This design comes from an exercise in tuning for small area on the open sky130 flow, not from production work. The RTL was checked by simulation tests, not by an equivalence proof against the original design.

==> flow/design.v, too long to show whole: its modules and the start of the top module <==
// module xor_module: 11 lines
// module reg_module: 12 lines
// module reg_26bits: 11 lines
// module hpc3_and_module: 25 lines
// module aes_bp_graph_coloring: 1780 lines
// module gxor2: 1 lines
// module gxnor2: 1 lines
// module gand2: 1 lines
// module gandx: 1 lines
// module ginv: 1 lines
// module gbuf_: 1 lines
module aes_bp_graph_coloring (
  input           clk,
  input  [7:0] share0_in,
  input  [7:0] share1_in,
  input  [51:0] rand_bit_share0,
  input  [51:0] rand_bit_share1,
  output [7:0] o_share0,
  output [7:0] o_share1
);
  // ...
==> flow/run.sh <==
#!/bin/bash
# synth_recipe.tcl (not shown) runs the flow's synth.tcl, then flattens the netlist and writes it again
# the make line also repeats each setting of config.mk as NAME=value (left out here)
make -C /OpenROAD-flow-scripts/flow DESIGN_CONFIG=/design/flow/config.mk WORK_HOME=/design/flow/orfs CLKGATE_MAP_FILE= SYNTH_SCRIPT=/design/flow/synth_recipe.tcl finish
==> flow/config.mk <==
export PLATFORM = sky130hd
export DESIGN_NAME = aes_bp_graph_coloring
export DESIGN_NICKNAME = aes_bp_graph_coloring
export VERILOG_FILES = /design/flow/design.v
export SDC_FILE = /design/flow/constraint.sdc
export NUM_CORES = 4
export LEC_CHECK = 0
export CAP_MARGIN = 20
export CORE_MARGIN = 2
export CORE_UTILIZATION = 40
export SLEW_MARGIN = 20
export SYNTH_HIERARCHICAL = 1
==> flow/constraint.sdc <==
create_clock -name core_clock -period 5.0 [get_ports {clk}]
set_input_delay 1.0000 -clock core_clock [delete_from_list [all_inputs] [get_ports {clk}]]
set_output_delay 1.0000 -clock core_clock [all_outputs]
set_load 0.01 [all_outputs]
==> results_dict.tcl, run 1 <==
set metrics [dict create \
    dpl.hpwl_um 16800 \
    cts.path.max_buffers 3 \
    final_cell_mix "495 x xor2_1, 255 x dfxtp_1, 108 x and2_1" \
    synthAdderAreaFrac 0 \
    ant_nets 0 \
    yosysUniqueCellTypes 5 \
    status "finished clean" \
    criticalPathCategory "register to output port" \
    design.seq.count 255 \
    synth-async-reset-ratio 0 \
    critPathLaunch "m39_r4_0$_DFF_P_" \
    cts_buffers 26 \
    fmax_mhz 231 \
    multi_input_area_share 0.424 \
    grtUsageTotal 0.146 \
    setup_viol 0 \
    worstHoldEndpoint "b0_d3_t1$_DFF_P_" \
    grt-ovfl-total 0 \
    cp.depth 8 \
    maxSlewHeadroom 0.504 \
    synthTopCellsByArea "dfxtp_1 49%, xor2_1 41%, and2_1 6.4%, xnor2_1 2.7%, nand2_1 1.0%" \
    wl_met1_um 8610 \
    dieArea_sq_mm 0.0276 \
    n_antenna_cell 0 \
]
==> inputs of run 2 (changes only) <==
==> flow/flow/run.sh (new file) <==
#!/bin/bash
set -euo pipefail
bash standard.sh "BUFFER_PORTS_ARGS=-buffer_cell sky130_fd_sc_hd__buf_1" finish > standard_flow.log 2>&1
==> flow/standard.sh (new file) <==
#!/bin/bash
# synth_recipe.tcl (not shown) runs the flow's synth.tcl, then flattens the netlist and writes it again
# the make line also repeats each setting of config.mk as NAME=value (left out here)
make -C /OpenROAD-flow-scripts/flow DESIGN_CONFIG=/design/flow/config.mk WORK_HOME=/design/flow/orfs CLKGATE_MAP_FILE= SYNTH_SCRIPT=/design/flow/synth_recipe.tcl "${@:-finish}"
removed: flow/run.sh
==> run 2 against run 1 <==
Compared with the run above: still clean; setup slack improved by 0.41 ns; area after synthesis unchanged; final area decreased by 5.0%; register-to-register slack got worse by 0.06 ns; hold slack improved by 0.011 ns; routed wire length decreased by 3.6%; first-iteration DRC count decreased by 8.0%; clock skew increased by 0.0074 ns; largest cell class unchanged; global-route usage decreased by 0.42 points.
==> results_dict.tcl, run 2 <==
set metrics [dict create \
    synth_largest_area_cell "dfxtp_1" \
    tightest_slew_ns 0.755 \
    seq_area_frac_synth 0.486 \
    rows 59 \
    worstSetupEndpointType "output port" \
    timing.final.max_slew_violations 0 \
    ys_top_cells_by_count "495 x xor2_1, 255 x dfxtp_1, 108 x and2_1" \
    final_cell_mix "495 x xor2_1, 255 x dfxtp_1, 108 x and2_1" \
    cp_max_fo 4 \
    clk-insertion-delay-late_ns 0.52 \
    fillers 2432 \
    cp_data_arrival_time_ns 2.92 \
    drcViolationCount 0 \
    io_buffers 84 \
    slowest_stage "xor2_1" \
    synth_area_sq_mm 0.0105 \
    cts_tree "done" \
    cts_resized 0 \
    setup_viol 0 \
    criticalPathCategory "register to output port" \
    start_util 0.405 \
    n_antenna_cell 0 \
    fp.coreArea_sq_mm 0.0259 \
    vias 5617 \
    max-cap-violations 0 \
    final_common_cell "xor2_1" \
    grt_pass1_vias 5837 \
    finalHoldViolCount 0 \
    syn_nets 1039 \
    grt-ovfl-total 0 \
    ant_nets 0 \
    period_needed_ns 3.92 \
    synth_enable_flop_cells 0 \
    clk_pin_slew_ns 0.06 \
    hold_class "register to register" \
    slowest_delay_ns 0.50 \
    drtIter0Drc 150 \
    synth-async-reset-ratio 0 \
    cpMostUsedCell "xor2_1" \
    vias_per_cell 4.05 \
    drt_wl_total_um 19400 \
    ys_ff_latch 255 \
    setup_ws_ns 1.08 \
    synthTopCellsByArea "dfxtp_1 49%, xor2_1 41%, and2_1 6.4%, xnor2_1 2.7%, nand2_1 1.0%" \
    maxSlewHeadroom 0.493 \
    synth_top_area_share 0.486 \
    ioPinCount 137 \
    cts_sinks 255 \
    grt_max_degree 15 \
    postSynthAreaPerCell_sq_um 11.4 \
    grtUsageTotal 0.142 \
    die_x_um 166 \
    hold_buffers 0 \
    start_kind "register" \
    status "finished clean" \
    antenna_found_initial 0 \
    wl_per_cell_um 14.0 \
    globalplace.congestion 0.821 \
    fmax_mhz 255 \
    yosys_warnings 7 \
    crit_required_ns 4.00 \
    root_buffer "clkbuf_16" \
    cts_setup_buffers 0 \
    synth_ff_type "dfxtp_1" \
    place_ws_ns 1.08 \
    htreeDepth 1 \
    syn_to_final_growth_pct 15.2 \
    synthCells 918 \
    setup_tns_ns 0 \
    yosysUniqueCellTypes 5 \
    cts.path.max_buffers 3 \
    dieArea_sq_mm 0.0276 \
    dr.pass1.iters 4 \
    finClkSkew_ns 0.0280 \
    grt_setup_unrepaired "false" \
    yosysMostFrequentCell "xor2_1" \
    finalCritPeriodShare 0.783 \
    dpl.hpwl_um 16100 \
    layout-drive-gt1-share 0.0400 \
    cts_buffers 25 \
    cp_cell_sequence "xor2_1 -> and2_1 -> xor2_1 -> xor2_1 -> xor2_1 -> xor2_1 -> xor2_1 -> buf_1" \
    grt_pass1_wl_um 30800 \
    die_h_um 166 \
    final_nets 1153 \
]
run 2: cell counts after synthesis:
Identical to the previous run, type by type.
run 2: final timing paths:
path | start | end | slack [ns] | cells after the start
setup reg to reg | m35_t3_1$_DFF_P_ | T2_1$_DFF_P_ | 2.10 | 9
setup / recovery | m39_r4_0$_DFF_P_ | o_share0[2] | 1.08 | 8
hold / removal | b1_d1_i0$_DFF_P_ | b1_d2_i0$_DFF_P_ | 0.32 | 0
hold reg to reg | b1_d1_i0$_DFF_P_ | b1_d2_i0$_DFF_P_ | 0.32 | 0
run 2: final cells by class:
cell class / instances / area, sq um / area share
multi-input cells: 663 / 5400 / 0.446
repair buffers: 87 / 338 / 0.0279
flip-flops and latches: 255 / 5100 / 0.422
clock inverters: 7 / 91.3 / 0.00755
clock buffers: 39 / 748 / 0.0618
well taps: 335 / 419 / 0.0346
run 2: critical path: cells and delay by family, from the launching register on:
kind | cells | cell delay [ns]
XOR/XNOR | 6 | 1.54
buffers and inverters | 1 | 0.16
flip-flops | 1 | 0.43
AND/OR/NAND/NOR | 1 | 0.26
run 2: modules after synthesis, one instance, submodules excluded:
module | copies in the design | area, sq um | cells inside | flops+latches
gandx | 28 | 12.5 | 2 | 0
gxor2 | 495 | 8.76 | 1 | 0
aes_bp_graph_coloring | 1 | 5100 | 255 | 255
gxnor2 | 4 | 8.76 | 1 | 0
gand2 | 108 | 6.26 | 1 | 0
run 2: cells by family (layout without fill, tap and decap cells):
| group | after synthesis | after routing | share of synthesized area |
|---|---|---|---|
| xor+xnor | 527 | 527 | 0.440 |
| buf+inv | 0 | 133 | 0 |
| flops | 255 | 255 | 0.486 |
| simple gates | 136 | 136 | 0.0743 |
run 2: routing by layer:
| layer | GRT usage | part of all wire |
|---|---|---|
| met1 | 0.177 | 0.44 |
| met2 | 0.251 | 0.49 |
| met3 | 0.0205 | 0.033 |
| met4 | 0.0510 | 0.031 |
| met5 | 0 | 0 |
run 2: per-stage QoR:
step                instance area [sq um]  hold slack, ns  utilization  cells
floorplan                           10500           0.310            -    918
global placement                    11300           0.310        0.434   1340
detailed placement                  11300           0.312        0.434   1340
CTS                                 12100           0.310        0.467   1386
global route                        12100           0.318        0.467   1386
finish                              12100           0.316        0.467   1386

## afterwards: timing with drivers on the ports
The flow's constraints put no driver on any port. The routed layouts listed below were extracted and timed again, unchanged, in two steps.
Step 1 assumes that a clkbuf_16 drives the clock port and a buf_2 every other input.
Step 2 adds t to the input delays and takes it off the output delays; t is the mean of the earliest and latest rising clock arrival at the registers after step 1. Input paths then give back, and output paths get back, about the clock's delay inside the block.
a / b / c = ideal / step 1 / step 2; a / b = the first two.
run	t, ns	slack for setup (ns)	pins driven straight from the clock port
run 1	0.560	0.672 / 0.622 / 0.746	1
run 2	0.556	1.085 / 1.036 / 1.089	1
After both steps every run listed still meets setup and hold.
